Context: an optimization exercise on an open-source flow, tuned for small area. The choices shown serve that exercise and are no tape-out recipe. Function was checked by simulation only, so behaviour that the tests miss may differ from the original. Power and IR drop assume default switching activity.

==> design/flow/design.v <==
module CLK_1HZ(clk, rst, q15, h, tick);
input clk;
input rst;
input q15;
output reg [6:0] h;
output tick;
assign tick = q15 && (h == 7'd69);
always @(posedge clk)
    if (!rst) h <= 7'd35;
    else if (q15) h <= (h == 7'd69) ? 7'd0 : h + 7'd1;
endmodule
module CLK_100HZ(clk, rst, q);
input clk;
input rst;
output reg [3:0] q;
always @(posedge clk)
    if (!rst) q <= 4'd0;
    else q <= q + 4'd1;
endmodule
module RNG (
    input clock,
    input rst,
    input step,
    output f0,
    output [6:0] fi
);
reg [6:0] random;
reg f0r, f1r;
wire feedback = random[6] ^ random[5];
wire [6:0] r1 = {random[0] ^ random[6], random[6:1]};
wire [6:0] r2 = {r1[0] ^ r1[6], r1[6:1]};
wire [6:0] r80 = (r2 >= 7'd80) ? r2 - 7'd80 : r2;
assign f0 = f0r;
assign fi = f1r ? 7'd40 : r80;
always @(posedge clock) begin
    if (!rst) begin
        random <= 7'b1010101;
        f0r <= 1'b1;
        f1r <= 1'b0;
    end else if (step) begin
        random <= {random[5:0], feedback};
        f0r <= 1'b0;
        f1r <= f0r;
    end
end
endmodule
module DISPLAY_7SEG (
    input clk,
    input rst,
    input q15,
    input inc,
    input wrap,
    output [6:0] seg,
    output [3:0] an
);
reg [3:0] g;
reg [1:0] scan;
reg [3:0] digit;
reg [3:0] dp;           
reg on;                 
reg [3:0] d0, d1, d2, d3;
reg d4;
always @(posedge clk) begin
    if (!rst) g <= 0;
    else if (q15) g <= g + 1;
end
wire slow_tick = q15 && (g == 4'd7);
always @(posedge clk) begin
    if (!rst || (inc && wrap)) begin
        d0 <= 0; d1 <= 0; d2 <= 0; d3 <= 0; d4 <= 0;
    end else if (inc) begin
        if (d0 != 9) d0 <= d0 + 1;
        else begin
            d0 <= 0;
            if (d1 != 9) d1 <= d1 + 1;
            else begin
                d1 <= 0;
                if (d2 != 9) d2 <= d2 + 1;
                else begin
                    d2 <= 0;
                    if (d3 != 9) d3 <= d3 + 1;
                    else begin
                        d3 <= 0;
                        d4 <= 1;
                    end
                end
            end
        end
    end
end
wire [3:0] dvi   = d0;
wire [3:0] e4    = {3'b0, d4};
wire [3:0] chuc  = d1 + 4'd10 * d2 + 4'd4 * d3 + 4'd8 * e4;
wire [3:0] tram  = d2 + 4'd10 * d3 + 4'd4 * e4;
wire [3:0] nghin = d3 + 4'd10 * e4;
function [6:0] seg_decode;
    input [3:0] num;
    case (num)
        4'h0: seg_decode = 7'b1000000;
        4'h1: seg_decode = 7'b1001111;
        4'h2: seg_decode = 7'b0100100;
        4'h3: seg_decode = 7'b0000110;
        4'h4: seg_decode = 7'b0001011;
        4'h5: seg_decode = 7'b0010010;
        4'h6: seg_decode = 7'b0010000;
        4'h7: seg_decode = 7'b1000111;
        4'h8: seg_decode = 7'b0000000;
        4'h9: seg_decode = 7'b0000010;
        default: seg_decode = 7'b1111111;
    endcase
endfunction
assign seg = seg_decode(dp);
assign an = !on ? 4'b0000 :
            (scan == 2'b01) ? 4'b1110 :
            (scan == 2'b10) ? 4'b1101 :
            (scan == 2'b11) ? 4'b1011 : 4'b0111;
always @(posedge clk) begin
    if (!rst) begin
        scan <= 0;
        on <= 0;
        digit <= 0;
        dp <= 4'd8;
    end else if (slow_tick) begin
        scan <= scan + 1;
        on <= 1;
        case (scan)
            2'b00: digit <= chuc;
            2'b01: digit <= dvi;
            2'b10: digit <= tram;
            2'b11: digit <= nghin;
        endcase
        dp <= digit;
    end
end
endmodule
module sound(
    input clk,
    input rst,
    output beep
);
    reg beep_r;
    reg [4:0] st;
    reg [15:0] count;
    reg [13:0] count1;
    wire [13:0] count1_nx = {count1[12:0], count1[13] ^ count1[12] ^ count1[11] ^ count1[1]};
    reg [6:0] count_end;
    parameter   C4 = 7'd96,
                D4 = 7'd85,
                E4 = 7'd76,
                F4 = 7'd72,
                G4 = 7'd64,
                A4 = 7'd57,
                A4s = 7'd54,
                C5 = 7'd48;
    parameter   TIME = 10000;
    assign beep = beep_r;
    always @(*) begin
        case (st)
            5'd0, 5'd1: count_end = C4;
            5'd2, 5'd3: count_end = D4;
            5'd4, 5'd5: count_end = C4;
            5'd6, 5'd7: count_end = F4;
            5'd8, 5'd9: count_end = E4;
            5'd10, 5'd11: count_end = C4;
            5'd12, 5'd13: count_end = D4;
            5'd14, 5'd15: count_end = C4;
            5'd16, 5'd17: count_end = G4;
            5'd18, 5'd19: count_end = F4;
            5'd20, 5'd21: count_end = C4;
            5'd22, 5'd23: count_end = C5;
            5'd24: count_end = A4;
            default: count_end = 7'd0;
        endcase
    end
    always @(posedge clk) begin
        if (!rst) begin
            count <= 16'h0;
            beep_r <= 1'b0;
        end else begin
            count <= count + 1'b1;
            if (count == {9'd0, count_end}) begin
                count <= 16'h0;
                beep_r <= !beep_r;
            end
        end
    end
    always @(posedge clk) begin
        if (!rst) begin
            count1 <= 14'd1;
            st <= 5'd25;
        end else if (count1 != 14'd1470) begin
            count1 <= count1_nx;
        end else begin
            count1 <= 14'd1;
            st <= (st == 5'd24) ? 5'd0 : (st == 5'd25) ? 5'd1 : st + 5'd1;
        end
    end
endmodule
module snake_game(clk, rs, rw, en, dat, rst, up, dwn, lef, rig, led, seg, buz);
    input up, dwn, lef, rig, rst, clk;
    output [7:0] dat;
    output rs, rw, en;
    output [3:0] led;
    output [6:0] seg;
    output buz;
    localparam [6:0] CELL_Z  = 7'b0011111;   
    localparam [6:0] CELL_19 = 7'b0010011;   
    reg [7:0] dat;
    reg rs;
    reg [4:0] next;
    reg [14:0] n;
    reg dl;                 
    reg [14:0] score;
    reg [1:0] dir;
    reg [1:0] ld;           
    reg [6:0] pos;          
    reg clk_food;
    reg game_over;
    reg z;                  
    reg [6:0] cr;           
    reg [1:0] R [0:79];
    reg [6:0] p;
    reg [6:0] S;            
    reg [6:0] A;            
    reg [1:0] dA, dB, dC;   
    reg sa;
    reg [1:0] d0r;
    reg [6:0] cj;           
    reg fnd;
    reg [6:0] ci;           
    reg cif;
    integer k;
    wire [3:0] q;
    wire [6:0] h;
    wire tick;
    wire q15 = (q == 4'd15);
    wire lcd_step = (q == 4'd7);
    wire f0;
    wire [6:0] fi;
    wire food_step;
    CLK_100HZ U3 (clk, rst, q);
    CLK_1HZ U1 (clk, rst, q15, h, tick);
    DISPLAY_7SEG U2 (clk, rst, q15, food_step, score[13:0] == 14'h3fff, seg, led);
    sound U4 (clk, rst, buz);
    RNG U5 (clk, rst, food_step, f0, fi);
    function [6:0] mv;
        input [6:0] c;
        input [1:0] d;
        begin
            mv = c;
            case (d)
                2'd0: mv[4:0] = (c[4:0] == 5'd19) ? 5'd0 : c[4:0] + 5'd1;
                2'd1: mv[4:0] = (c[4:0] == 5'd0) ? 5'd19 : c[4:0] - 5'd1;
                2'd2: begin mv[5] = ~c[5]; mv[6] = c[6] ^ ~c[5]; end
                2'd3: begin mv[5] = ~c[5]; mv[6] = c[6] ^ c[5]; end
            endcase
        end
    endfunction
    function [7:0] conv;
        input [6:0] c;
        reg [5:0] lo;
        begin
            lo = {1'b0, c[4:0]} + (c[6] ? 6'd20 : 6'd0);
            conv = {1'b1, c[5], lo};
        end
    endfunction
    function [6:0] idx;
        input [6:0] c;
        begin
            idx = (c[6] ? 7'd40 : 7'd0) + (c[5] ? 7'd20 : 7'd0) + {2'b0, c[4:0]};
        end
    endfunction
    wire [1:0] frow = (fi >= 7'd60) ? 2'd3 : (fi >= 7'd40) ? 2'd2 : (fi >= 7'd20) ? 2'd1 : 2'd0;
    wire [6:0] fcol = fi - {frow, 4'b0} - {frow, 2'b0};
    wire [6:0] food = {frow, fcol[4:0]};
    wire [6:0] x = mv(pos, ld);    
    wire eq = f0 ? z : (!z && food == pos);
    wire shi = |score[14:7];
    wire live = !game_over && (shi || score[6:2] != 5'd0);
    wire forb = live && (fi != 7'd0) && (fi <= 7'd78) && (shi || fi < score[6:0]);
    wire food_toggle = eq | forb;
    assign food_step = food_toggle && !clk_food;
    wire hit = live && cif && (shi || ci < score[6:0]);
    always @(posedge clk) begin
        if (!rst)
            score <= 15'd0;
        else if (food_step)
            score <= score + 15'd1;
    end
    always @(posedge clk) begin
        if (!rst) begin
            dir <= 0;
            clk_food <= 0;
            game_over <= 0;
        end else begin
            if (rig == 0 && dir != 1) dir <= 0;
            else if (lef == 0 && dir != 0) dir <= 1;
            else if (up == 0 && dir != 3) dir <= 2;
            else if (dwn == 0 && dir != 2) dir <= 3;
            if (food_toggle)
                clk_food <= ~clk_food;
            if (hit)
                game_over <= 1;
        end
    end
    wire [1:0] tv = (p == 7'd0) ? d0r : R[79];
    always @(posedge clk) begin
        R[0] <= tv;
        for (k = 1; k < 80; k = k + 1)
            R[k] <= R[k-1];
    end
    always @(posedge clk) begin
        if (!rst) p <= 7'd0;
        else if (tick) p <= (p == 7'd78) ? 7'd0 : (p == 7'd79) ? 7'd1 : p + 7'd2;
        else p <= (p == 7'd79) ? 7'd0 : p + 7'd1;
    end
    wire [6:0] sb = (p == 7'd0) ? pos : S;
    wire [6:0] sn = mv(sb, tv ^ 2'd1);
    always @(posedge clk) S <= (tick && p == 7'd79) ? pos : sn;
    wire sreal = (p <= cr) && !z;
    always @(posedge clk) begin
        if (!rst) begin
            pos <= CELL_19;
            ld <= 2'd0;
            z <= 1'b1;
            cr <= 7'd0;
            fnd <= 1'b0;
            sa <= 1'b0;
            cif <= 1'b0;
        end else if (tick) begin
            pos <= x;
            ld <= dir;
            d0r <= ld;
            z <= 1'b0;
            if (!z && cr != 7'd80) cr <= cr + 7'd1;
            ci <= cj;
            cif <= fnd;
            fnd <= 1'b0;
            sa <= 1'b0;
        end else begin
            if (p == 7'd0) sa <= 1'b1;
            if (sa && !fnd && sreal && p != 7'd0 && p <= 7'd78 && S == x) begin
                fnd <= 1'b1;
                cj <= p;
            end
        end
    end
    wire st7 = (next == 5'd7);
    wire [15:0] cs = {1'b0, n} + {1'b0, ~score} + {15'd0, !(st7 && dl)};
    wire lt = !cs[15];
    wire lcd_read = lcd_step && (next == 5'd6) && lt;
    wire [6:0] base = n[6:0] + (st7 ? 7'd1 : 7'd0) + (lcd_read ? 7'd1 : 7'd0) + (tick ? 7'h7f : 7'd0);
    wire [6:0] pd = p - base;
    wire n0 = (n == 15'd0) && !st7;
    wire [6:0] am = mv(A, lcd_read ? (dB ^ 2'd1) : dA);
    always @(posedge clk) begin
        if (pd == 7'd0) A <= sn;
        else if (tick) A <= n0 ? pos : am;
        else if (lcd_read) A <= am;
        if (pd == 7'd0) dA <= tv;
        else if (lcd_read) dA <= dB;
        if (pd == 7'd1) dB <= tv;
        else if (lcd_read) dB <= dC;
        else if (tick) dB <= dA;
        if (pd == 7'd2) dC <= tv;
        else if (tick) dC <= dB;
    end
    wire [6:0] cv = (next == 5'd4) ? food : (next == 5'd5) ? pos : A;
    wire [7:0] body = (n[14:7] != 8'd0 || n[6:0] >= 7'd80) ? 8'hff :
                      (n[6:0] < cr) ? conv(cv) :
                      (n[6:0] == cr && !z) ? 8'h00 : 8'hff;
    always @(posedge clk) begin
    if (!rst) begin
        rs <= 0;
        dat <= 0;
        next <= 0;
        n <= 0;
        dl <= 0;
    end else if (lcd_step) begin
        case (next)
            5'd0:  begin rs <= 0; dat <= 8'h38; next <= 5'd1; end
            5'd1:  begin rs <= 0; dat <= 8'h0C; next <= 5'd2; end
            5'd2:  begin rs <= 0; dat <= 8'h6; next <= 5'd3; end
            5'd3:  begin rs <= 0; dat <= 8'h1; next <= 5'd4; end
            5'd4:  begin rs <= 0; dat <= conv(cv); next <= 5'd8; end
            5'd8:  begin rs <= 1; dat <= 8'h6F; next <= 5'd5; end
            5'd5:  begin rs <= 0; dat <= z ? 8'h00 : conv(cv); next <= 5'd9; end
            5'd9:  begin rs <= 1; dat <= 8'h4F;
                        if (score != 0) next <= 5'd10;
                        else next <= 5'd0;
                   end
            5'd6:  begin
                        if (lt) begin
                            rs <= 0;
                            dat <= body;
                            next <= 5'd7;
                        end else begin
                            n <= 0;
                            dl <= 0;
                            next <= 5'd13;
                        end
                   end
            5'd7:  begin
                        n <= n + 1;
                        if (lt) begin
                            rs <= 1;
                            dat <= 8'b11011011;
                            next <= 5'd10;
                        end else begin
                            dl <= 1;
                            next <= 5'd13;
                        end
                   end
            5'd10: begin rs <= 1; dat <= 8'h20; next <= 5'd6; end
            5'd13: begin
                        if (game_over) next <= 5'd12;
                        else next <= 5'd0;
                   end
            5'd12: begin rs <= 0; dat <= 8'h1; next <= 5'd14;  end
            5'd14: begin rs <= 0; dat <= 8'h85; next <= 5'd15; end
            5'd15: begin rs <= 1; dat <= "G"; next <= 5'd16;  end
            5'd16: begin rs <= 1; dat <= "a"; next <= 5'd17;  end
            5'd17: begin rs <= 1; dat <= "m"; next <= 5'd18;  end
            5'd18: begin rs <= 1; dat <= "e"; next <= 5'd19; end
            5'd19: begin rs <= 1; dat <= " "; next <= 5'd20; end
            5'd20: begin rs <= 1; dat <= "O"; next <= 5'd21; end
            5'd21: begin rs <= 1; dat <= "v"; next <= 5'd22; end
            5'd22: begin rs <= 1; dat <= "e"; next <= 5'd23; end
            5'd23: begin rs <= 1; dat <= "r"; next <= 5'd24; end
            5'd24: begin rs <= 0; end
            default: begin end
        endcase
    end
    end
    assign en = q[3];
    assign rw = 0;
endmodule
==> design/flow/flow/run.sh <==
#!/bin/bash
# Own flow: the standard synthesis, then the combinational logic between
# the registers re-mapped by ABC for area (flow/remap.tcl; every register keeps
# its instance, cell type and nets), then the standard layout from there.
set -euo pipefail
R="$PWD/orfs/results/$FLOW_PLATFORM/snake_game/base"
YOSYS="$FLOW_HOME/../tools/install/yosys/bin/yosys"
[[ -x "$YOSYS" ]] || YOSYS=yosys

bash standard.sh synth > synth.log 2>&1

cp "$R/1_2_yosys.v" standard_1_2_yosys.v
REMAP_LIB="$FLOW_HOME/platforms/$FLOW_PLATFORM/lib/sky130_fd_sc_hd__tt_025C_1v80.lib" \
REMAP_NETLIST="$PWD/standard_1_2_yosys.v" \
REMAP_OUT="$R/1_2_yosys.v" \
    "$YOSYS" -c flow/remap.tcl > remap.log 2>&1

export BUFFER_PORTS_ARGS="-buffer_cell sky130_fd_sc_hd__buf_1"
bash standard.sh > layout.log 2>&1
==> design/flow/flow/remap.tcl <==
# Re-map the combinational logic of the standard synthesis netlist for area.
# Every sequential cell and tie cell is kept as it is (same instance, cell
# type and nets); only the logic between them is re-optimised by ABC.
yosys -import
set lib $::env(REMAP_LIB)
set net $::env(REMAP_NETLIST)
set top $::env(FLOW_TOP)
read_liberty -ignore_miss_func $lib
read_verilog $net
hierarchy -top $top
tee -o remap_before.txt stat -liberty $lib
setattr -mod -set keep_hierarchy 1 sky130_fd_sc_hd__*df* sky130_fd_sc_hd__*dl* sky130_fd_sc_hd__conb_1
flatten
yosys rename -hide w:_*_.*
opt_clean -purge
select -module $top
set dont_use {sky130_fd_sc_hd__probe_p_8 sky130_fd_sc_hd__probec_p_8 sky130_fd_sc_hd__lpflow_bleeder_1 sky130_fd_sc_hd__lpflow_clkbufkapwr_1 sky130_fd_sc_hd__lpflow_clkbufkapwr_16 sky130_fd_sc_hd__lpflow_clkbufkapwr_2 sky130_fd_sc_hd__lpflow_clkbufkapwr_4 sky130_fd_sc_hd__lpflow_clkbufkapwr_8 sky130_fd_sc_hd__lpflow_clkinvkapwr_1 sky130_fd_sc_hd__lpflow_clkinvkapwr_16 sky130_fd_sc_hd__lpflow_clkinvkapwr_2 sky130_fd_sc_hd__lpflow_clkinvkapwr_4 sky130_fd_sc_hd__lpflow_clkinvkapwr_8 sky130_fd_sc_hd__lpflow_decapkapwr_12 sky130_fd_sc_hd__lpflow_decapkapwr_3 sky130_fd_sc_hd__lpflow_decapkapwr_4 sky130_fd_sc_hd__lpflow_decapkapwr_6 sky130_fd_sc_hd__lpflow_decapkapwr_8 sky130_fd_sc_hd__lpflow_inputiso0n_1 sky130_fd_sc_hd__lpflow_inputiso0p_1 sky130_fd_sc_hd__lpflow_inputiso1n_1 sky130_fd_sc_hd__lpflow_inputiso1p_1 sky130_fd_sc_hd__lpflow_inputisolatch_1 sky130_fd_sc_hd__lpflow_isobufsrc_1 sky130_fd_sc_hd__lpflow_isobufsrc_16 sky130_fd_sc_hd__lpflow_isobufsrc_2 sky130_fd_sc_hd__lpflow_isobufsrc_4 sky130_fd_sc_hd__lpflow_isobufsrc_8 sky130_fd_sc_hd__lpflow_isobufsrckapwr_16 sky130_fd_sc_hd__lpflow_lsbuf_lh_hl_isowell_tap_1 sky130_fd_sc_hd__lpflow_lsbuf_lh_hl_isowell_tap_2 sky130_fd_sc_hd__lpflow_lsbuf_lh_hl_isowell_tap_4 sky130_fd_sc_hd__lpflow_lsbuf_lh_isowell_4 sky130_fd_sc_hd__lpflow_lsbuf_lh_isowell_tap_1 sky130_fd_sc_hd__lpflow_lsbuf_lh_isowell_tap_2 sky130_fd_sc_hd__lpflow_lsbuf_lh_isowell_tap_4 sky130_fd_sc_hd__fill_1 sky130_fd_sc_hd__fill_2 sky130_fd_sc_hd__fill_4 sky130_fd_sc_hd__fill_8 }
set du {}
foreach c $dont_use { lappend du -dont_use $c }
abc -liberty $lib {*}$du -script "+strash;dc2;dc2;dch,-f;amap;strash;dc2;dch,-f;amap"
opt_clean -purge
select -clear
hilomap -singleton -hicell sky130_fd_sc_hd__conb_1 HI -locell sky130_fd_sc_hd__conb_1 LO
insbuf -buf sky130_fd_sc_hd__buf_1 A X
opt_clean -purge

tee -o remap_after.txt stat -liberty $lib
select $top
write_verilog -noattr -nohex -nodec -selected $::env(REMAP_OUT)
==> design/flow/standard.sh <==
#!/bin/bash
# synth_recipe.tcl (not shown) runs the flow's synth.tcl, then flattens the netlist and writes it again
# the make line also repeats each setting of config.mk as NAME=value (left out here)
make -C /OpenROAD-flow-scripts/flow DESIGN_CONFIG=/design/flow/config.mk WORK_HOME=/design/flow/orfs CLKGATE_MAP_FILE= SYNTH_SCRIPT=/design/flow/synth_recipe.tcl "${@:-finish}"
==> design/flow/config.mk <==
export PLATFORM = sky130hd
export DESIGN_NAME = snake_game
export DESIGN_NICKNAME = snake_game
export VERILOG_FILES = /design/flow/design.v
export SDC_FILE = /design/flow/constraint.sdc
export NUM_CORES = 4
export LEC_CHECK = 0
export CAP_MARGIN = 20
export CORE_MARGIN = 2
export CORE_UTILIZATION = 60
export CTS_BUF_LIST = sky130_fd_sc_hd__clkbuf_16
export CTS_CLUSTER_DIAMETER = 60
export CTS_CLUSTER_SIZE = 30
export SLEW_MARGIN = 20
==> design/flow/constraint.sdc <==
create_clock -name core_clock -period 25.0 [get_ports {clk}]
set_input_delay 5.0000 -clock core_clock [delete_from_list [all_inputs] [get_ports {clk}]]
set_output_delay 5.0000 -clock core_clock [all_outputs]
set_load 0.01 [all_outputs]
==> results of run 1 <==
[critical path: cells and delay by family (launching register included)]
family          cells  cell delay [ns]
buf+inv             4             1.22
flops               1             0.51
simple gates       14             3.41
compound gates     17             2.11
[power breakdown]
part           switching, mW  internal (mW)  total, mW
clock                  0.229          0.199      0.427
combinational         0.0811         0.0416      0.123
sequential            0.0211          0.640      0.661
total                  0.331          0.880       1.21
[per-layer routing]
layer | wire length [um] | vias to the layer above
met1 | 14400 | 5298
met5 | 0 | -
li1 | - | 5830
met2 | 14400 | 389
met4 | 791 | 0
met3 | 2010 | 61
[metrics by stage]
stage	power, mW	util, %	hold WS, ns	setup slack (ns)	area, sq um
after floorplan	0.757	-	0.310	16.29	13900
after global placement	0.790	63.8	0.310	17.18	14500
after detailed placement	0.794	63.8	0.312	17.14	14500
after CTS	1.22	67.5	0.323	17.67	15300
after global routing	1.26	67.5	0.327	16.84	15300
final	1.21	67.5	0.325	17.55	15300
[final timing paths]
check / start / to / slack [ns]
max reg2reg: next[2] / A[3] / 17.55
min reg2reg: R[43][1] / R[44][1] / 0.33
min: R[43][1] / R[44][1] / 0.33
max: next[2] / A[3] / 17.55
[cell type report]
class,count,area [sq um]
repair buffers,36,170
well taps,285,357
clock inverters,17,272
fillers,1848,7380
flip-flops and latches,373,7760
inverters,198,743
clock buffers,23,576
multi-input cells,1016,5460
[registers in the layout (all words and copies together) (netlist names), 5 cells and up]
name / flops
A: 7
R: 160
S: 7
U1.h: 7
U4.count: 16
U4.count1: 14
U4.count_end: 6
U4.st: 5
U5.random: 7
ci: 7
cj: 7
cr: 7
dat: 8
n: 15
next: 5
p: 7
pos: 7
score: 15
seg: 7
==> impl_metrics.py, run 1 <==
metrics = {
    "global_route": {
        "grt_pass1_vias": 10400,
        "grt_pass1_wl_um": 51300,
        "groute.layer.met1.usage_pct": 35.4,
        "grtUsageMet2_pct": 42.5,
        "antenna_found_initial": 0,
        "grt_max_degree": 50,
        "grt_use_total_pct": 25.6,
        "grt-busiest-layer": "met2",
        "grt_use_met3_pct": 2.96,
        "gr-total-overflow": 0,
    },
    "layout": {
        "final_nets": 1654,
        "antenna_cells": 0,
        "mostFrequentLayoutCell": "dfxtp_1",
        "layout_common_cells": "344 x dfxtp_1, 282 x nor2_1, 197 x clkinv_1, 123 x nand2_1, 103 x o21ai_0",
        "fin_cells": 1948,
        "layout-drive-gt1-share_pct": 3.19,
        "syn_to_final_growth_pct": 9.92,
    },
    "logic_synthesis": {
        "netlist_instances": 1587,
        "yosys_warnings": 7,
        "syn_avg_cell_area_sq_um": 8.79,
        "syn-num-nets": 1593,
        "netlist_area_sq_um": 13900,
    },
    "power_and_ir_drop": {
        "peakVddDrop_uv": 80.8,
        "p_leak_nw": 5.38,
        "powerDensity_nw_per_um2": 79.0,
    },
    "timing": {
        "min_period_over_period_pct": 29.8,
        "period_minus_slack_ns": 7.45,
        "fin_skew_ns": 0.0304,
        "final.setup.tns_ns": 0,
        "setup_violations": 0,
        "relSlewSlack_pct": 39.5,
        "max_slew.worst_pin.slew_ns": 0.908,
        "drv_slew": 0,
        "rsz0062_at_grt": "no",
        "max_freq_ghz": 0.134,
        "hold_viol": 0,
    },
    "worst_setup_path": {
        "worst_path_most_repeated_cell": "nor2_1",
        "worstPathRequired_ns": 25.38,
        "critPathMaxFanout": 11,
        "start_kind": "register",
        "worst-setup-path-type": "reg -> reg",
        "cp-end-kind": "register",
        "rr_worst_depth": 35,
        "cpMaxStageDelayCell": "dfxtp_1",
        "max_stage_delay_ns": 0.51,
        "critPathArrivalTime_ns": 7.83,
    },
    "place": {
        "finalWeightedCongestion": 0.888,
        "hpwl_um": 22300,
        "place_inst": 1908,
        "io_buffers": 27,
    },
    "worst_hold_path": {
        "whs_path_depth": 0,
        "hold_path_class": "reg -> reg",
    },
    "run": {
        "drv_cap": 0,
    },
    "floorplan": {
        "die_w_um": 156,
        "rows": 55,
        "start_util_pct": 61.4,
        "dieArea_sq_um": 24500,
        "die_h_um": 156,
        "core_area_sq_um": 22700,
        "boundaryPins": 29,
    },
    "routing": {
        "dr.pass1.iters": 5,
        "ant_nets": 0,
        "wl_per_cell_um": 16.2,
        "drt_iter0_markers": 980,
        "vias_per_cell": 5.94,
        "vias": 11600,
        "routed_wl_um": 31600,
        "drc": 0,
    },
    "cts": {
        "root_buffer": "clkbuf_16",
        "cts_buffers": 23,
        "cts_tree": "built",
        "cts_hold_buf": 0,
        "post_cts_resized": 0,
        "max-clock-path-buffers": 3,
        "clk_pin_slew_ns": 0.10,
        "cts_sinks": 373,
        "insertion_delay_ns": 0.55,
        "cts_setup_buffers": 0,
        "ctsHtreeMaxLevel": 1,
    },
    "run_status": {
        "outcome": "complete, no violations",
    },
}
==> run 2, diff against run 1 <==
--- a/design/flow/config.mk
+++ b/design/flow/config.mk
@@ -10,3 +10,3 @@
 export CORE_UTILIZATION = 60
-export CTS_BUF_LIST = sky130_fd_sc_hd__clkbuf_16
+export CTS_BUF_LIST = sky130_fd_sc_hd__clkbuf_8 sky130_fd_sc_hd__clkbuf_16
 export CTS_CLUSTER_DIAMETER = 60
==> run 2 against run 1 <==
Still clean. Global-route usage unchanged. Clock skew unchanged. Critical path type unchanged. Flip-flop and latch count unchanged.
==> impl_metrics.py, run 2 <==
metrics = {
    "run_status": {
        "outcome": "complete, no violations",
    },
    "worst_setup_path": {
        "cp-end-kind": "register",
        "rr_worst_depth": 35,
        "worstPathRequired_ns": 25.38,
        "max_stage_delay_ns": 0.51,
        "critPathMaxFanout": 11,
        "critPathArrivalTime_ns": 7.83,
        "cpMaxStageDelayCell": "dfxtp_1",
        "worst-setup-path-type": "reg -> reg",
        "timing.rr.start": "next[2]",
        "worst_path_most_repeated_cell": "nor2_1",
        "timing.rr.end": "A[3]",
        "reg2reg_slack_ns": 17.55,
        "start_kind": "register",
    },
    "global_route": {
        "grt_max_degree": 50,
        "gr-total-overflow": 0,
        "grt_use_total_pct": 25.6,
        "grt_pass1_wl_um": 51300,
        "antenna_found_initial": 0,
        "grt_pass1_vias": 10400,
    },
    "timing": {
        "max_slew.worst_pin.slew_ns": 0.908,
        "rsz0062_at_grt": "no",
        "hold_ws_ns": 0.325,
        "min_period_over_period_pct": 29.8,
        "fin_skew_ns": 0.0304,
        "period_minus_slack_ns": 7.45,
        "drv_slew": 0,
        "relSlewSlack_pct": 39.5,
        "final.setup.tns_ns": 0,
        "max_freq_ghz": 0.134,
        "setup_violations": 0,
        "hold_viol": 0,
    },
    "run": {
        "drv_cap": 0,
    },
    "power_and_ir_drop": {
        "comb_power_share_pct": 10.1,
        "peakVddDrop_uv": 80.8,
        "power.switching_mw": 0.331,
        "p_clk_share_pct": 35.3,
        "p_int_mw": 0.880,
        "p_leak_nw": 5.38,
        "p_sw_share_pct": 27.3,
        "power_frac_seq_pct": 54.6,
        "powerDensity_nw_per_um2": 79.0,
    },
    "cts": {
        "cts_buffers": 23,
        "insertion_delay_ns": 0.55,
        "post_cts_resized": 0,
        "cts_setup_buffers": 0,
        "cts_tree": "built",
        "cts_hold_buf": 0,
        "clk_pin_slew_ns": 0.10,
        "max-clock-path-buffers": 3,
        "root_buffer": "clkbuf_16",
        "cts_sinks": 373,
        "ctsHtreeMaxLevel": 1,
    },
    "logic_synthesis": {
        "netlist_instances": 1587,
        "netlist_area_sq_um": 13900,
        "syn_avg_cell_area_sq_um": 8.79,
        "syn-num-nets": 1593,
        "yosys_warnings": 7,
    },
    "worst_hold_path": {
        "hold_path_class": "reg -> reg",
        "min_from": "R[43][1]",
        "whs_path_depth": 0,
        "worst_hold_path.endpoint": "R[44][1]",
    },
    "layout": {
        "syn_to_final_growth_pct": 9.92,
        "top_register": "R",
        "utilization_pct": 67.5,
        "mostFrequentLayoutCell": "dfxtp_1",
        "reg_top3": "R x160, U4.count x16",
        "layout-drive-gt1-share_pct": 3.19,
        "final_nets": 1654,
        "layout_common_cells": "344 x dfxtp_1, 282 x nor2_1, 197 x clkinv_1, 123 x nand2_1, 103 x o21ai_0",
        "largest_reg_flops": 160,
        "antenna_cells": 0,
    },
    "routing": {
        "vias_per_cell": 5.94,
        "routed_wl_um": 31600,
        "ant_nets": 0,
        "vias": 11600,
        "dr.pass1.iters": 5,
        "drc": 0,
        "drt_iter0_markers": 980,
        "wl_per_cell_um": 16.2,
    },
    "floorplan": {
        "core_area_sq_um": 22700,
        "die_w_um": 156,
        "dieArea_sq_um": 24500,
        "boundaryPins": 29,
        "die_h_um": 156,
        "start_util_pct": 61.4,
        "rows": 55,
    },
    "place": {
        "finalWeightedCongestion": 0.888,
        "io_buffers": 27,
        "hpwl_um": 22300,
    },
}
## run 2: stage by stage
step / worst slack [ns] / instance area (sq um) / power, mW / instances
6_report: 17.55 / 15300 / 1.21 / 1948
5_1_grt: 16.84 / 15300 / 1.26 / 1948
4_1_cts: 17.67 / 15300 / 1.22 / 1948
3_5_place_dp: 17.14 / 14500 / 0.794 / 1908
3_3_place_gp: 17.18 / 14500 / 0.790 / 1908
2_1_floorplan: 16.29 / 13900 / 0.757 / 1587
## run 2: area by class of cell
cell class                      instances  area [sq um]
Inverter                              198           743
Fill cell                            1848          7380
Multi-Input combinational cell       1016          5460
Tap cell                              285           357
Timing Repair Buffer                   36           170
Clock inverter                         17           272
Sequential cell                       373          7760
Clock buffer                           23           576
## run 2: layer usage
layer / wire (um) / track usage, % / up-vias / share of wire [%]
met4: 791 / 7.51 / 0 / 2.5
met2: 14400 / 42.5 / 389 / 46
met3: 2010 / 2.96 / 61 / 6.4
met1: 14400 / 35.4 / 5298 / 46
met5: 0 / 0 / - / 0
li1: - / - / 5830 / -
## run 2: how the worst max path moves through the flow
stage	startpoint	to	slack, ns	depth (start not counted)
CTS	rst	p[4]	17.67	9
finish	next[2]	A[3]	17.55	35
global route	next[2]	A[3]	16.84	35
floorplan	rst	cj[0]	16.29	8
global placement	rst	p[4]	17.18	9
detailed placement	rst	p[4]	17.14	9
## run 2: power by group through the flow
stage                     Sequential [mW]  Clock, mW  Combinational (mW)
after floorplan                     0.666          0              0.0908
after CTS                           0.662      0.436               0.120
after global placement              0.674          0               0.116
after global routing                0.665      0.457               0.136
after detailed placement            0.675          0               0.119
final                               0.661      0.427               0.123
## run 2: worst max-delay path, delay by kind of cell (launching register included)
kind	cells	cell delay, ns
buffers and inverters	4	1.22
AND/OR/NAND/NOR	14	3.41
AO/OA/AOI/OAI	17	2.11
flip-flops	1	0.51
==> run 3, diff against run 2 <==
==> design/flow/flow/run.sh (replaced) <==
#!/bin/bash
# Own flow: the standard synthesis, then the combinational logic between
# the registers re-mapped by ABC for area (flow/remap.tcl; every register keeps
# its instance, cell type and nets), proved equivalent to the standard netlist
# (flow/equiv.tcl), then the standard layout from there, with the smallest
# buffer on the ports.
set -euo pipefail
R="$PWD/orfs/results/$FLOW_PLATFORM/snake_game/base"
YOSYS="$FLOW_HOME/../tools/install/yosys/bin/yosys"
[[ -x "$YOSYS" ]] || YOSYS=yosys
export REMAP_LIB="$FLOW_HOME/platforms/$FLOW_PLATFORM/lib/sky130_fd_sc_hd__tt_025C_1v80.lib"

bash standard.sh synth > synth.log 2>&1
cp "$R/1_2_yosys.v" standard_1_2_yosys.v

# ABC scripts, most aggressive first; the first whose result is proved
# equivalent is used, else the standard netlist stays
SCRIPTS=(
  "strash;dc2;dc2;dch,-f;amap;strash;dc2;dch,-f;amap;mfs3,-a"
  "strash;dc2;dc2;dch,-f;amap;strash;dc2;dch,-f;amap"
  "strash;ifraig;dc2;strash;dch,-f;map,-a"
)
i=0
for s in "${SCRIPTS[@]}"; do
  i=$((i+1))
  if REMAP_SCRIPT="$s" REMAP_NETLIST="$PWD/standard_1_2_yosys.v" REMAP_OUT="$PWD/remap_$i.v" \
       "$YOSYS" -c flow/remap.tcl > remap_$i.log 2>&1 &&
     EQUIV_GOLD="$PWD/standard_1_2_yosys.v" EQUIV_GATE="$PWD/remap_$i.v" \
       timeout 1200 "$YOSYS" -c flow/equiv.tcl > equiv_$i.log 2>&1; then
    cp "remap_$i.v" "$R/1_2_yosys.v"
    echo "using remap script $i: $s" > remap_choice.txt
    break
  fi
done

export BUFFER_PORTS_ARGS="-buffer_cell sky130_fd_sc_hd__buf_1"
bash standard.sh > layout.log 2>&1
==> design/flow/flow/equiv.tcl (new file) <==
# Prove that the re-mapped netlist does what the standard synthesis netlist
# does: both have the same registers (same names), so the logic between them
# is checked cone by cone.
yosys -import
set lib $::env(REMAP_LIB)
read_liberty -ignore_miss_func $lib
read_verilog $::env(EQUIV_GOLD)
hierarchy -top $::env(FLOW_TOP)
flatten
yosys rename $::env(FLOW_TOP) gold
design -stash gold
read_liberty -ignore_miss_func $lib
read_verilog $::env(EQUIV_GATE)
hierarchy -top $::env(FLOW_TOP)
flatten
yosys rename $::env(FLOW_TOP) gate
design -stash gate
design -copy-from gold -as gold gold
design -copy-from gate -as gate gate
equiv_make gold gate equiv
hierarchy -top equiv
equiv_simple -seq 2
equiv_status -assert
--- a/design/flow/flow/remap.tcl
+++ b/design/flow/flow/remap.tcl
@@ -10,3 +10,3 @@
 hierarchy -top $top
-tee -o remap_before.txt stat -liberty $lib
+tee -q -o remap_before.txt stat -liberty $lib
 setattr -mod -set keep_hierarchy 1 sky130_fd_sc_hd__*df* sky130_fd_sc_hd__*dl* sky130_fd_sc_hd__conb_1
@@ -19,3 +19,3 @@
 foreach c $dont_use { lappend du -dont_use $c }
-abc -liberty $lib {*}$du -script "+strash;dc2;dc2;dch,-f;amap;strash;dc2;dch,-f;amap"
+abc -liberty $lib {*}$du -script "+$::env(REMAP_SCRIPT)"
 opt_clean -purge
@@ -26,3 +26,3 @@
 
-tee -o remap_after.txt stat -liberty $lib
+tee -q -o remap_after.txt stat -liberty $lib
 select $top
--- a/design/flow/config.mk
+++ b/design/flow/config.mk
@@ -10,5 +10,5 @@
 export CORE_UTILIZATION = 60
-export CTS_BUF_LIST = sky130_fd_sc_hd__clkbuf_8 sky130_fd_sc_hd__clkbuf_16
-export CTS_CLUSTER_DIAMETER = 60
-export CTS_CLUSTER_SIZE = 30
+export CTS_BUF_LIST = sky130_fd_sc_hd__clkbuf_8
+export CTS_CLUSTER_DIAMETER = 50
+export CTS_CLUSTER_SIZE = 20
 export SLEW_MARGIN = 20
==> run 3 against run 2 <==
Flip-flop and latch count stayed put. Largest power group unchanged. Clock skew rose by 0.0042 ns. Register-to-register slack got worse by 0.17 ns. Design area fell by 1.4%. Sequential share of layout area increased by 0.73 points. Still clean. Clock-buffer cell count grew 14. Critical path type unchanged. Critical path depth decreased by 1.
==> impl_metrics.py, run 3 <==
metrics = {
    "logic_synthesis": {
        "syn-num-nets": 1556,
        "netlist_instances": 1550,
        "yosys_warnings": 7,
        "syn_avg_cell_area_sq_um": 8.92,
        "netlist_area_sq_um": 13800,
    },
    "timing": {
        "setup_violations": 0,
        "max_slew.worst_pin.slew_ns": 1.03,
        "period_minus_slack_ns": 7.62,
        "rsz0062_at_grt": "no",
        "hold_viol": 0,
        "fin_skew_ns": 0.0346,
        "min_period_over_period_pct": 30.5,
        "hold_ws_ns": 0.326,
        "relSlewSlack_pct": 30.7,
        "drv_slew": 0,
        "final.setup.tns_ns": 0,
        "max_freq_ghz": 0.131,
    },
    "cts": {
        "cts_setup_buffers": 0,
        "insertion_delay_ns": 0.57,
        "cts_tree": "built",
        "clk_pin_slew_ns": 0.11,
        "cts_hold_buf": 0,
        "max-clock-path-buffers": 3,
        "cts_sinks": 373,
        "cts_buffers": 35,
        "post_cts_resized": 0,
        "ctsHtreeMaxLevel": 2,
        "root_buffer": "clkbuf_8",
    },
    "worst_setup_path": {
        "worst_path_most_repeated_cell": "nor2_1",
        "crit_family": "simple AND/OR/NAND/NOR gates",
        "worstPathRequired_ns": 25.38,
        "rr_worst_depth": 34,
        "critPathArrivalTime_ns": 8.01,
        "cpMaxStageDelayCell": "nor4_1",
        "critPathLaunch": "next[2]",
        "reg2reg_slack_ns": 17.38,
        "cp.depth": 34,
        "timing.rr.end": "A[3]",
        "max_stage_delay_ns": 0.88,
        "timing.rr.start": "next[2]",
        "path_buf_inv": 4,
        "critPathMaxFanout": 11,
        "worst-setup-path-type": "reg -> reg",
        "start_kind": "register",
        "endpoint": "A[3]",
        "cp-end-kind": "register",
    },
    "worst_hold_path": {
        "min_from": "R[76][0]",
        "hold_path_class": "reg -> reg",
    },
    "power_and_ir_drop": {
        "comb_power_share_pct": 10.8,
        "p_clk_share_pct": 32.6,
        "p_sw_share_pct": 27.6,
        "p_int_mw": 0.844,
        "powerDensity_nw_per_um2": 77.2,
        "p_leak_nw": 5.31,
        "peakVddDrop_uv": 69.7,
        "power.switching_mw": 0.322,
        "power_frac_seq_pct": 56.6,
    },
    "global_route": {
        "grt_pass1_wl_um": 50300,
        "grt_max_degree": 55,
        "gr-total-overflow": 0,
        "grt_use_total_pct": 25.3,
        "grt_pass1_vias": 10100,
        "antenna_found_initial": 0,
    },
    "layout": {
        "utilization_pct": 66.7,
        "layout_common_cells": "344 x dfxtp_1, 260 x nor2_1, 181 x clkinv_1, 120 x nand2_1, 103 x o21ai_0",
        "reg_top3": "R x160, U4.count x16",
        "final_nets": 1629,
        "syn_to_final_growth_pct": 9.25,
        "mostFrequentLayoutCell": "dfxtp_1",
        "largest_reg_flops": 160,
        "top_register": "R",
        "final_area_sq_um": 15100,
        "antenna_cells": 0,
        "layout-drive-gt1-share_pct": 4.38,
    },
    "place": {
        "hpwl_um": 21800,
        "dpl-instance-area_sq_um": 14400,
        "io_buffers": 27,
        "finalWeightedCongestion": 0.938,
    },
    "routing": {
        "drt_iter0_markers": 1152,
        "drc": 0,
        "wl_per_cell_um": 16.0,
        "ant_nets": 0,
        "routed_wl_um": 30800,
        "vias_per_cell": 5.85,
        "vias": 11300,
        "dr.pass1.iters": 6,
    },
    "floorplan": {
        "core_area_sq_um": 22600,
        "die_h_um": 156,
        "boundaryPins": 29,
        "die_w_um": 156,
        "start_util_pct": 61.1,
        "rows": 55,
        "dieArea_sq_um": 24300,
    },
    "run": {
        "drv_cap": 0,
    },
    "run_status": {
        "outcome": "complete, no violations",
    },
}
-- run 3: cell types whose count changed in the layout (fill, tap and decap cells not counted), sizes merged, moves of 5 or more --
cell and change:
and2 +6, clkbuf +14, clkinv -14, clkinvlp +5, nand2b +8, nor2 -22
nor2b +6, nor3 -7
-- run 3: final cells by class --
| class | count | area (sq um) |
|---|---|---|
| clock inverter | 22 | 234 |
| multi-input combinational | 995 | 5400 |
| timing repair buffer | 36 | 170 |
| sequential | 373 | 7760 |
| tap | 285 | 357 |
| inverter | 182 | 683 |
| fill | 1870 | 7530 |
| clock buffer | 37 | 509 |
-- run 3: layer usage --
layer | share of wire [%] | track usage [%]
met5 | 0 | 0
met4 | 2.6 | 9.00
met3 | 6.3 | 3.72
met2 | 44 | 39.7
met1 | 47 | 35.9
-- run 3: through the flow --
stage / total power [mW] / std cells / worst slack, ns
4_1_cts: 1.17 / 1930 / 17.54
2_1_floorplan: 0.759 / 1550 / 16.34
3_3_place_gp: 0.794 / 1871 / 17.82
5_1_grt: 1.22 / 1930 / 16.58
3_5_place_dp: 0.796 / 1871 / 17.57
6_report: 1.17 / 1930 / 17.38
-- run 3: worst min-delay path by stage --
stage                          end  slack (ns)  cells past startpoint
final                     R[77][0]        0.33                      0
after global routing      R[77][0]        0.32                      0
after CTS                 R[77][0]        0.33                      0
after detailed placement  R[61][0]        0.31                      0
after global placement    R[61][1]        0.31                      0
after floorplan           R[10][0]        0.31                      0
-- run 3: power by group through the flow --
| stage | Combinational [mW] | Clock [mW] | Sequential (mW) |
|---|---|---|---|
| 2_1_floorplan | 0.0934 | 0 | 0.666 |
| 3_3_place_gp | 0.122 | 0 | 0.673 |
| 3_5_place_dp | 0.123 | 0 | 0.673 |
| 4_1_cts | 0.124 | 0.388 | 0.660 |
| 5_1_grt | 0.141 | 0.411 | 0.664 |
| 6_report | 0.126 | 0.380 | 0.660 |
==> run 4, diff against run 3 <==
--- a/design/flow/config.mk
+++ b/design/flow/config.mk
@@ -11,3 +11,3 @@
 export CTS_BUF_LIST = sky130_fd_sc_hd__clkbuf_8
-export CTS_CLUSTER_DIAMETER = 50
+export CTS_CLUSTER_DIAMETER = 70
 export CTS_CLUSTER_SIZE = 20
==> run 4 against run 3 <==
Sequential share of layout area grew 0.96 points. Cell count is 1.3% lower. Clock power shrank 21%. Core utilization shrank 1.2 points.
==> impl_metrics.py, run 4 <==
metrics = {
    "routing": {
        "drt_iter0_markers": 1065,
        "ant_nets": 0,
        "vias_per_cell": 5.89,
        "drc": 0,
        "wl_per_cell_um": 16.0,
        "vias": 11200,
        "dr.pass1.iters": 5,
        "routed_wl_um": 30500,
    },
    "timing": {
        "max_freq_ghz": 0.132,
        "setup_violations": 0,
        "hold_viol": 0,
        "min_period_over_period_pct": 30.3,
        "hold_ws_ns": 0.319,
        "drv_slew": 0,
        "period_minus_slack_ns": 7.57,
        "setup_ws_ns": 17.43,
        "fin_skew_ns": 0.0497,
        "max_slew.worst_pin.slew_ns": 0.993,
        "relSlewSlack_pct": 33.2,
        "rsz0062_at_grt": "no",
        "final.setup.tns_ns": 0,
    },
    "floorplan": {
        "rows": 55,
        "boundaryPins": 29,
        "start_util_pct": 61.1,
        "die_h_um": 156,
        "die_w_um": 156,
        "core_area_sq_um": 22600,
        "dieArea_sq_um": 24300,
    },
    "layout": {
        "top_register": "R",
        "utilization_pct": 65.5,
        "final_nets": 1618,
        "fillCellCount": 1903,
        "antenna_cells": 0,
        "syn_to_final_growth_pct": 7.25,
        "mostFrequentLayoutCell": "dfxtp_1",
        "largest_reg_flops": 160,
        "multi_input_area_sq_um": 5400,
        "layout-drive-gt1-share_pct": 2.78,
        "final-seq-area_sq_um": 7760,
        "layout_common_cells": "344 x dfxtp_1, 260 x nor2_1, 181 x clkinv_1, 120 x nand2_1, 103 x o21ai_0",
        "reg_top3": "R x160, U4.count x16",
    },
    "worst_setup_path": {
        "max_stage_delay_ns": 0.85,
        "endpoint": "A[3]",
        "worst_path_most_repeated_cell": "nor2_1",
        "critPathLaunch": "next[2]",
        "start_kind": "register",
        "rr_worst_depth": 34,
        "worst-setup-path-type": "reg -> reg",
        "timing.rr.start": "next[2]",
        "worstPathRequired_ns": 25.42,
        "cpMaxStageDelayCell": "nor4_1",
        "cp-end-kind": "register",
        "timing.rr.end": "A[3]",
        "critPathMaxFanout": 11,
        "reg2reg_slack_ns": 17.43,
        "critPathArrivalTime_ns": 7.99,
    },
    "logic_synthesis": {
        "netlist_area_sq_um": 13800,
        "syn_avg_cell_area_sq_um": 8.92,
        "netlist_instances": 1550,
        "syn-num-nets": 1556,
        "yosys_warnings": 7,
    },
    "global_route": {
        "grt_pass1_vias": 10000,
        "antenna_found_initial": 0,
        "grt_use_total_pct": 24.9,
        "grt_pass1_wl_um": 49900,
        "gr-total-overflow": 0,
        "grt_max_degree": 55,
    },
    "worst_hold_path": {
        "hold_path_class": "reg -> reg",
    },
    "place": {
        "pre_cts_slack_ns": 17.57,
        "io_buffers": 27,
        "hpwl_um": 21800,
        "finalWeightedCongestion": 0.938,
    },
    "power_and_ir_drop": {
        "powerDensity_nw_per_um2": 73.1,
        "p_clk_share_pct": 27.5,
        "p_sw_share_pct": 26.5,
        "power.switching_mw": 0.288,
        "power_frac_seq_pct": 60.8,
        "total_power_mw": 1.09,
        "p_int_mw": 0.798,
        "p_leak_nw": 5.19,
        "peakVddDrop_uv": 70.9,
        "comb_power_share_pct": 11.6,
    },
    "cts": {
        "cts_sinks": 373,
        "cts_setup_buffers": 0,
        "root_buffer": "clkbuf_8",
        "clk_pin_slew_ns": 0.11,
        "post_cts_resized": 0,
        "insertion_delay_ns": 0.61,
        "ctsHtreeMaxLevel": 1,
        "cts_hold_buf": 0,
        "max-clock-path-buffers": 3,
        "cts_buffers": 24,
        "cts_tree": "built",
    },
    "run_status": {
        "outcome": "complete, no violations",
    },
    "run": {
        "drv_cap": 0,
    },
}
## run 4: final cells by class
class,instances,area share [%]
timing repair buffer,36,1.15
clock buffer,24,2.23
tap,285,2.40
sequential,373,52.3
clock inverter,10,0.911
inverter,182,4.61
multi-input combinational,995,36.4
## run 4: stage by stage
stage	cells	cell area [sq um]
floorplan	1550	13800
global placement	1871	14400
detailed placement	1871	14400
CTS	1905	14800
global route	1905	14800
finish	1905	14800
## run 4: worst min-delay path by stage
stage,startpoint,endpoint,slack [ns],depth (start not counted)
6_report,R[4][1],R[5][1],0.32,0
5_1_grt,R[24][0],R[25][0],0.32,0
4_1_cts,R[6][0],R[7][0],0.32,0
3_5_place_dp,R[60][0],R[61][0],0.31,0
3_3_place_gp,R[60][1],R[61][1],0.31,0
2_1_floorplan,R[9][0],R[10][0],0.31,0
## run 4: power by group through the flow
stage               Sequential, mW  Combinational, mW  Clock [mW]
finish                       0.660              0.126       0.299
global route                 0.664              0.141       0.328
CTS                          0.660              0.124       0.307
detailed placement           0.673              0.123           0
global placement             0.673              0.122           0
floorplan                    0.666             0.0934           0
## run 4: worst max-delay path: cells and delay by family, from the launching register on
| kind | cells | cell delay [ns] |
|---|---|---|
| AOI/OAI and AO/OA | 14 | 1.73 |
| buffers and inverters | 4 | 1.00 |
| DFF | 1 | 0.51 |
| and+or+nand+nor | 16 | 4.17 |
## run 4: routing by layer
metal / vias up / global-route usage, % / share of wire [%]
li1: 5684 / - / -
met1: 5094 / 36.0 / 47
met2: 388 / 39.5 / 44
met3: 62 / 2.81 / 6.3
met4: 0 / 7.99 / 2.4
met5: - / 0 / 0
==> run 5, diff against run 4 <==
--- a/design/flow/flow/run.sh
+++ b/design/flow/flow/run.sh
@@ -5,3 +5,3 @@
 # (flow/equiv.tcl), then the standard layout from there, with the smallest
-# buffer on the ports.
+# buffer on the ports and a clock tree without dummy loads.
 set -euo pipefail
@@ -36,2 +36,4 @@
 export BUFFER_PORTS_ARGS="-buffer_cell sky130_fd_sc_hd__buf_1"
+# clock tree: clusters of up to 20 registers on clkbuf_8, no dummy loads
+export CTS_ARGS="-sink_clustering_enable -repair_clock_nets -sink_clustering_size 20 -sink_clustering_max_diameter 50 -buf_list sky130_fd_sc_hd__clkbuf_8 -dont_use_dummy_load"
 bash standard.sh > layout.log 2>&1
--- a/design/flow/config.mk
+++ b/design/flow/config.mk
@@ -10,5 +10,2 @@
 export CORE_UTILIZATION = 60
-export CTS_BUF_LIST = sky130_fd_sc_hd__clkbuf_8
-export CTS_CLUSTER_DIAMETER = 70
-export CTS_CLUSTER_SIZE = 20
 export SLEW_MARGIN = 20
==> run 5 against run 4 <==
Register-to-register slack worse by 0.02 ns. Area after synthesis is the same. Critical path type unchanged. Combinational power is essentially flat. Fmax is 0.22% lower. First-iteration DRC count fell by 5.3%. Critical endpoint unchanged. Sequential share of layout area is 0.057 points lower. Clock power is 2% higher.
==> impl_metrics.py, run 5 <==
metrics = {
    "run_status": {
        "outcome": "complete, no violations",
    },
    "layout": {
        "fillCellCount": 1901,
        "top_register": "R",
        "layout-drive-gt1-share_pct": 2.96,
        "utilization_pct": 65.6,
        "antenna_cells": 0,
        "reg_top3": "R x160, U4.count x16",
        "layout_common_cells": "344 x dfxtp_1, 260 x nor2_1, 181 x clkinv_1, 120 x nand2_1, 103 x o21ai_0",
        "syn_to_final_growth_pct": 7.36,
        "final_nets": 1629,
        "largest_reg_flops": 160,
        "mostFrequentLayoutCell": "dfxtp_1",
    },
    "worst_setup_path": {
        "worstPathRequired_ns": 25.35,
        "cp-end-kind": "register",
        "start_kind": "register",
        "cpMaxStageDelayCell": "nor4_1",
        "timing.rr.start": "next[2]",
        "worst_path_most_repeated_cell": "nor2_1",
        "max_stage_delay_ns": 0.86,
        "worst-setup-path-type": "reg -> reg",
        "critPathMaxFanout": 11,
        "critPathArrivalTime_ns": 7.94,
        "timing.rr.end": "A[3]",
        "reg2reg_slack_ns": 17.41,
        "rr_worst_depth": 34,
    },
    "timing": {
        "setup_violations": 0,
        "rsz0062_at_grt": "no",
        "fin_skew_ns": 0.0678,
        "max_freq_ghz": 0.132,
        "max_slew.worst_pin.slew_ns": 1.00,
        "period_minus_slack_ns": 7.59,
        "drv_slew": 0,
        "final.setup.tns_ns": 0,
        "hold_viol": 0,
        "min_period_over_period_pct": 30.4,
        "relSlewSlack_pct": 32.5,
        "hold_ws_ns": 0.272,
    },
    "logic_synthesis": {
        "netlist_instances": 1550,
        "yosys_warnings": 7,
        "syn-num-nets": 1556,
        "netlist_area_sq_um": 13800,
        "syn_avg_cell_area_sq_um": 8.92,
    },
    "worst_hold_path": {
        "min_from": "R[76][0]",
        "hold_path_class": "reg -> reg",
        "worst_hold_path.endpoint": "R[77][0]",
        "whs_path_depth": 0,
    },
    "global_route": {
        "gr-total-overflow": 0,
        "grt_use_total_pct": 25.2,
        "antenna_found_initial": 0,
        "grt_pass1_vias": 10100,
        "grt_pass1_wl_um": 50000,
        "grt_max_degree": 55,
    },
    "routing": {
        "dr_wl_met2_um": 13400,
        "drt_iter0_markers": 1009,
        "highest_layer": "met4",
        "vias_per_cell": 5.90,
        "routed_wl_um": 30600,
        "drc": 0,
        "wl_per_cell_um": 16.1,
        "met1_length_um": 14400,
        "dr_wl_met3_um": 1980,
        "dr.pass1.iters": 6,
        "ant_nets": 0,
        "vias": 11200,
    },
    "cts": {
        "cts_sinks": 373,
        "max-clock-path-buffers": 3,
        "cts_hold_buf": 0,
        "cts_setup_buffers": 0,
        "ctsHtreeMaxLevel": 2,
        "cts_buffers": 35,
        "post_cts_resized": 0,
        "insertion_delay_ns": 0.55,
        "root_buffer": "clkbuf_8",
        "clk_pin_slew_ns": 0.11,
        "cts_tree": "built",
    },
    "power_and_ir_drop": {
        "p_int_mw": 0.810,
        "peakVddDrop_uv": 69.7,
        "powerDensity_nw_per_um2": 73.4,
        "p_leak_nw": 5.20,
        "comb_power_share_pct": 11.6,
        "power.switching_mw": 0.280,
        "p_sw_share_pct": 25.7,
        "p_clk_share_pct": 27.9,
        "power_frac_seq_pct": 60.6,
        "total_power_mw": 1.09,
    },
    "floorplan": {
        "dieArea_sq_um": 24300,
        "core_area_sq_um": 22600,
        "rows": 55,
        "die_w_um": 156,
        "start_util_pct": 61.1,
        "die_h_um": 156,
        "boundaryPins": 29,
    },
    "place": {
        "io_buffers": 27,
        "finalWeightedCongestion": 0.938,
        "hpwl_um": 21800,
    },
    "run": {
        "drv_cap": 0,
    },
}
-- run 5: power by group through the flow --
stage	Clock, mW	Combinational [mW]	Sequential [mW]
after floorplan	0	0.0934	0.666
after global placement	0	0.122	0.673
after detailed placement	0	0.123	0.673
after CTS	0.313	0.124	0.661
after global routing	0.334	0.141	0.664
final	0.304	0.126	0.660
-- run 5: how the worst max path moves through the flow --
stage             to  depth (start not counted)    start
2_1_floorplan  cj[0]                          8      rst
3_3_place_gp    p[4]                          8      rst
3_5_place_dp    A[3]                         34  next[2]
4_1_cts         A[3]                         34  next[2]
5_1_grt         A[3]                         34  next[2]
6_report        A[3]                         34  next[2]
-- run 5: routing by layer --
layer	track usage, %	up-vias
met1	35.8	5114
met5	0	-
li1	-	5689
met3	3.64	62
met2	39.4	371
met4	8.96	0
-- run 5: area by class of cell --
class                      count  area, sq um  share of cell area (%)
multi-input combinational    995         5400                    36.4
timing repair buffer          36          170                    1.15
sequential                   373         7760                    52.2
clock buffer                  35          482                    3.24
inverter                     182          683                    4.60
tap                          285          357                    2.40
-- run 5: through the flow --
stage	instances	setup slack (ns)	cell area, sq um
6_report	1906	17.41	14900
2_1_floorplan	1550	16.34	13800
3_3_place_gp	1871	17.82	14400
5_1_grt	1906	16.61	14900
3_5_place_dp	1871	17.57	14400
4_1_cts	1906	17.57	14800
-- run 5: worst max-delay path, delay by kind of cell, from the launching register on --
kind / cells / cell delay, ns
AOI/OAI and AO/OA: 14 / 1.73
buffers and inverters: 4 / 1.01
DFF: 1 / 0.49
and+or+nand+nor: 16 / 4.19
==> run 6, diff against run 5 <==
--- a/design/flow/flow/run.sh
+++ b/design/flow/flow/run.sh
@@ -37,3 +37,3 @@
 # clock tree: clusters of up to 20 registers on clkbuf_8, no dummy loads
-export CTS_ARGS="-sink_clustering_enable -repair_clock_nets -sink_clustering_size 20 -sink_clustering_max_diameter 50 -buf_list sky130_fd_sc_hd__clkbuf_8 -dont_use_dummy_load"
+export CTS_ARGS="-sink_clustering_enable -repair_clock_nets -sink_clustering_size 20 -sink_clustering_max_diameter 60 -buf_list sky130_fd_sc_hd__clkbuf_8 -dont_use_dummy_load"
 bash standard.sh > layout.log 2>&1
==> run 6 against run 5 <==
Still clean on timing, DRC and antenna. Area after synthesis did not move. Fmax rose by 1.2%. Die area did not move. Core utilization fell by 0.36 points. Synthesized cell count did not move. Critical endpoint unchanged. Largest cell class unchanged. Largest power group unchanged. Highest routed layer unchanged.
==> impl_metrics.py, run 6 <==
metrics = {
    "floorplan": {
        "rows": 55,
        "dieArea_sq_um": 24300,
        "die_w_um": 156,
        "boundaryPins": 29,
        "start_util_pct": 61.1,
        "die_h_um": 156,
        "core_area_sq_um": 22600,
    },
    "logic_synthesis": {
        "syn_avg_cell_area_sq_um": 8.92,
        "syn-num-nets": 1556,
        "yosys_warnings": 7,
        "netlist_instances": 1550,
        "netlist_area_sq_um": 13800,
    },
    "worst_setup_path": {
        "critPathLaunch": "next[2]",
        "max_stage_delay_ns": 0.83,
        "worstPathRequired_ns": 25.42,
        "path_buf_inv": 4,
        "worst-setup-path-type": "reg -> reg",
        "worst_path_most_repeated_cell": "nor2_1",
        "timing.rr.start": "next[2]",
        "cp-end-kind": "register",
        "critPathMaxFanout": 11,
        "cpMaxStageDelayCell": "nor4_1",
        "start_kind": "register",
        "crit_family": "simple AND/OR/NAND/NOR gates",
        "critPathArrivalTime_ns": 7.92,
    },
    "power_and_ir_drop": {
        "peakVddDrop_uv": 62.5,
        "p_leak_nw": 5.16,
        "total_power_mw": 1.06,
        "powerDensity_nw_per_um2": 72.0,
    },
    "global_route": {
        "gr-total-overflow": 0,
        "grt_pass1_vias": 10100,
        "antenna_found_initial": 0,
        "grt_pass1_wl_um": 50200,
        "grt_max_degree": 55,
        "grt_use_total_pct": 25.2,
    },
    "cts": {
        "max-clock-path-buffers": 3,
        "cts_tree": "built",
        "cts_sinks": 373,
        "post_cts_resized": 0,
        "cts_hold_buf": 0,
        "insertion_delay_ns": 0.61,
        "root_buffer": "clkbuf_8",
        "ctsHtreeMaxLevel": 1,
        "cts_setup_buffers": 0,
        "cts_buffers": 29,
        "clk_pin_slew_ns": 0.11,
    },
    "layout": {
        "final_nets": 1623,
        "largest_reg_flops": 160,
        "reg_top3": "R x160, U4.count x16",
        "layout-drive-gt1-share_pct": 2.60,
        "antenna_cells": 0,
        "syn_to_final_growth_pct": 6.77,
        "layout_common_cells": "344 x dfxtp_1, 260 x nor2_1, 181 x clkinv_1, 120 x nand2_1, 103 x o21ai_0",
        "mostFrequentLayoutCell": "dfxtp_1",
        "top_register": "R",
    },
    "timing": {
        "max_slew.worst_pin.slew_ns": 0.968,
        "setup_ws_ns": 17.50,
        "final.setup.tns_ns": 0,
        "period_minus_slack_ns": 7.50,
        "min_period_over_period_pct": 30.0,
        "setup_violations": 0,
        "hold_viol": 0,
        "drv_slew": 0,
        "relSlewSlack_pct": 34.9,
        "fin_skew_ns": 0.0965,
        "rsz0062_at_grt": "no",
        "max_freq_ghz": 0.133,
    },
    "routing": {
        "vias": 11300,
        "dr.pass1.iters": 6,
        "wl_per_cell_um": 16.1,
        "drt_iter0_markers": 1176,
        "routed_wl_um": 30600,
        "ant_nets": 0,
        "vias_per_cell": 5.93,
        "drc": 0,
    },
    "worst_hold_path": {
        "min_from": "R[6][0]",
        "hold_path_class": "reg -> reg",
    },
    "place": {
        "pre_cts_slack_ns": 17.57,
        "hpwl_um": 21800,
        "finalWeightedCongestion": 0.938,
        "io_buffers": 27,
    },
    "run": {
        "drv_cap": 0,
    },
    "run_status": {
        "outcome": "complete, no violations",
    },
}
[run 6: worst reg2reg max path, delay by kind of cell, from the launching register on]
kind	cells	cell delay [ns]
simple gates	16	4.18
compound gates	14	1.71
buf+inv	4	1.00
flops	1	0.49
[run 6: power breakdown]
group	switching (mW)	leakage [nW]	total, mW	internal [mW]
logic	0.0818	1.86	0.126	0.0437
registers	0.0201	3.09	0.660	0.640
clock network	0.174	0.209	0.277	0.103
total	0.276	5.16	1.06	0.787
[run 6: per-layer routing]
layer / global-route usage [%] / up-vias / part of all wire, %
met5: 0 / - / 0
met4: 8.08 / 0 / 2.5
met3: 3.31 / 71 / 7.3
met2: 40.1 / 423 / 44
met1: 35.8 / 5095 / 46
li1: - / 5677 / -
[run 6: final timing paths]
kind	cells past startpoint	to	slack, ns
setup reg to reg	34	A[3]	17.50
hold / removal	0	R[7][0]	0.28
hold reg to reg	0	R[7][0]	0.28
setup / recovery	34	A[3]	17.50
[run 6: layout make-up]
cell class | instances | area, sq um
multi-input cells | 995 | 5400
inverters | 182 | 683
clock buffers | 29 | 399
repair buffers | 36 | 170
well taps | 285 | 357
flip-flops and latches | 373 | 7760
fillers | 1910 | 7870
[run 6: metrics by stage]
stage / area, sq um / instances / hold slack (ns) / util (%)
after global routing: 14800 / 1900 / 0.294 / 65.2
final: 14800 / 1900 / 0.284 / 65.2
after floorplan: 13800 / 1550 / 0.310 / -
after detailed placement: 14400 / 1871 / 0.312 / 63.5
after global placement: 14400 / 1871 / 0.310 / 63.5
after CTS: 14800 / 1900 / 0.268 / 65.2
==> run 7, diff against run 6 <==
--- a/design/flow/design.v
+++ b/design/flow/design.v
@@ -312,4 +312,3 @@
     always @(posedge clk) begin
-        if (!rst) p <= 7'd0;
-        else if (tick) p <= (p == 7'd78) ? 7'd0 : (p == 7'd79) ? 7'd1 : p + 7'd2;
+        if (tick) p <= (p == 7'd78) ? 7'd0 : (p == 7'd79) ? 7'd1 : p + 7'd2;
         else p <= (p == 7'd79) ? 7'd0 : p + 7'd1;
==> run 7 against run 6 <==
Still clean. Flip-flop and latch count is the same. Clock power shrank 3%. Total power shrank 13%. Via count fell by 1.7%. Global-route usage shrank 0.41 points. Clock-buffer cell count down 2. Wire length down 1.5%. Critical path depth is 5 higher. Register-to-register slack worse by 1.2 ns. Clock skew decreased by 0.012 ns. First-iteration DRC count is 9.1% lower. Die area is 0.33% lower. Critical path type unchanged.
==> impl_metrics.py, run 7 <==
metrics = {
    "global_route": {
        "gr-total-overflow": 0,
        "grt_use_total_pct": 24.8,
        "antenna_found_initial": 0,
        "grt_pass1_vias": 9960,
        "grt_pass1_wl_um": 49600,
        "grt_max_degree": 53,
    },
    "floorplan": {
        "rows": 55,
        "start_util_pct": 61.1,
        "die_h_um": 156,
        "die_w_um": 156,
        "boundaryPins": 29,
        "core_area_sq_um": 22600,
        "dieArea_sq_um": 24200,
    },
    "timing": {
        "setup_violations": 0,
        "hold_viol": 0,
        "drv_slew": 0,
        "relSlewSlack_pct": 38.1,
        "rsz0062_at_grt": "no",
        "min_period_over_period_pct": 34.6,
        "fin_skew_ns": 0.0843,
        "max_slew.worst_pin.slew_ns": 0.922,
        "max_freq_ghz": 0.116,
        "hold_ws_ns": 0.255,
        "final.setup.tns_ns": 0,
        "period_minus_slack_ns": 8.66,
    },
    "cts": {
        "max-clock-path-buffers": 3,
        "insertion_delay_ns": 0.60,
        "cts_hold_buf": 0,
        "clk_pin_slew_ns": 0.11,
        "cts_setup_buffers": 0,
        "cts_buffers": 27,
        "cts_sinks": 373,
        "ctsHtreeMaxLevel": 1,
        "root_buffer": "clkbuf_8",
        "cts_tree": "built",
        "post_cts_resized": 0,
    },
    "logic_synthesis": {
        "syn-num-nets": 1555,
        "yosys_warnings": 7,
        "syn_avg_cell_area_sq_um": 8.90,
        "netlist_instances": 1549,
        "netlist_area_sq_um": 13800,
    },
    "worst_setup_path": {
        "cpMaxStageDelayCell": "nor2_1",
        "cp-end-kind": "register",
        "critPathArrivalTime_ns": 8.85,
        "max_stage_delay_ns": 0.66,
        "worst-setup-path-type": "reg -> reg",
        "start_kind": "register",
        "worstPathRequired_ns": 25.19,
        "critPathMaxFanout": 14,
    },
    "layout": {
        "utilization_pct": 65.0,
        "final_nets": 1617,
        "layout_common_cells": "343 x dfxtp_1, 269 x nor2_1, 178 x clkinv_1, 115 x o21ai_0, 110 x nand2_1",
        "mostFrequentLayoutCell": "dfxtp_1",
        "fillCellCount": 1930,
        "reg_top3": "R x160, U4.count x16",
        "largest_reg_flops": 160,
        "layout-drive-gt1-share_pct": 2.24,
        "syn_to_final_growth_pct": 6.43,
        "final_area_sq_um": 14700,
        "antenna_cells": 0,
        "top_register": "R",
    },
    "routing": {
        "vias": 11100,
        "vias_per_cell": 5.85,
        "wl_per_cell_um": 15.9,
        "drc": 0,
        "ant_nets": 0,
        "drt_iter0_markers": 1069,
        "dr.pass1.iters": 8,
        "routed_wl_um": 30100,
    },
    "power_and_ir_drop": {
        "p_leak_nw": 5.14,
        "total_power_mw": 0.922,
        "peakVddDrop_uv": 63.3,
        "powerDensity_nw_per_um2": 62.9,
    },
    "place": {
        "hpwl_um": 21400,
        "dpl-instance-area_sq_um": 14300,
        "finalWeightedCongestion": 0.920,
        "io_buffers": 27,
    },
    "run": {
        "drv_cap": 0,
    },
    "run_status": {
        "outcome": "complete, no violations",
    },
    "worst_hold_path": {
        "hold_path_class": "reg -> reg",
    },
}
-- run 7: cell count changes in the layout (fill, tap and decap cells not counted), moves of 5 or more --
cell / previous run / this run
o21ai_0: 103 / 115
nor3_1: 57 / 44
o221ai_1: 30 / 17
a222oi_1: 2 / 7
a211oi_1: 43 / 36
o32ai_1: 11 / 5
nand2_1: 120 / 110
nor2b_1: 16 / 22
nor2_1: 260 / 269
a21oi_1: 83 / 101
a2111oi_0: 4 / 11
o221a_1: 8 / 2
a221oi_1: 16 / 21
-- run 7: worst max-delay path, delay by kind of cell, from the launching register on --
| kind | cells | cell delay, ns |
|---|---|---|
| flip-flops | 1 | 0.49 |
| buffers and inverters | 6 | 1.61 |
| AO/OA/AOI/OAI | 16 | 2.21 |
| AND/OR/NAND/NOR | 17 | 3.99 |
-- run 7: layout make-up --
cell class	instances	area, sq um	share of cell area, %
Tap cell	285	357	2.43
Timing Repair Buffer	33	148	1.01
Multi-Input combinational cell	998	5360	36.5
Sequential cell	373	7770	52.9
Inverter	178	668	4.55
Clock buffer	27	372	2.53
-- run 7: final timing paths --
kind	start	end	slack (ns)	depth (start not counted)
min	R[1][1]	R[2][1]	0.25	0
max	next[2]	A[0]	16.34	39
max reg2reg	next[2]	A[0]	16.34	39
min reg2reg	R[1][1]	R[2][1]	0.25	0
-- run 7: routing by layer --
layer / vias to the layer above / global-route usage (%) / share of wire, % / wire length (um)
li1: 5666 / - / - / -
met1: 5086 / 36.6 / 49 / 14700
met2: 286 / 39.3 / 44 / 13300
met3: 37 / 3.00 / 5.5 / 1650
met4: 0 / 5.42 / 1.4 / 427
met5: - / 0 / 0 / 0
-- run 7: power by group --
group	switching [mW]	internal (mW)	leakage [nW]
logic	0.0307	0.0132	1.91
clock network	0.172	0.0966	0.194
registers	0.00415	0.606	3.04
-- run 7: metrics by stage --
step	std cells	setup WS, ns
2_1_floorplan	1549	17.09
3_3_place_gp	1867	16.89
3_5_place_dp	1867	16.65
4_1_cts	1894	16.54
5_1_grt	1894	15.42
6_report	1894	16.34

-- separate check: timing with driven ports --
No port has a modelled driver above. Below, the same layouts with a new extraction and two added sets of constraints. Step 1: set_driving_cell puts a clkbuf_16 on clk and a buf_2 on each other input, an assumption about the parent block. Step 2, shift: input delay + t, output delay - t, t = (earliest + latest rising clock arrival at the registers) / 2. This alone moves slack from input paths to output paths. Slacks: no drivers / after step 1 / after step 2; pairs: no drivers / after step 1.
run | shift t [ns] | slack for setup (ns)
run 1 | 0.589 | 17.547 / 17.547 / 17.177
run 2 | 0.589 | 17.547 / 17.547 / 17.177
run 3 | 0.595 | 17.379 / 17.379 / 17.379
run 4 | 0.631 | 17.428 / 17.428 / 17.428
run 5 | 0.569 | 17.411 / 17.411 / 17.411
run 6 | 0.615 | 17.504 / 17.504 / 17.504
run 7 | 0.605 | 16.344 / 16.344 / 16.344
After both steps setup and hold are still met in every run listed.
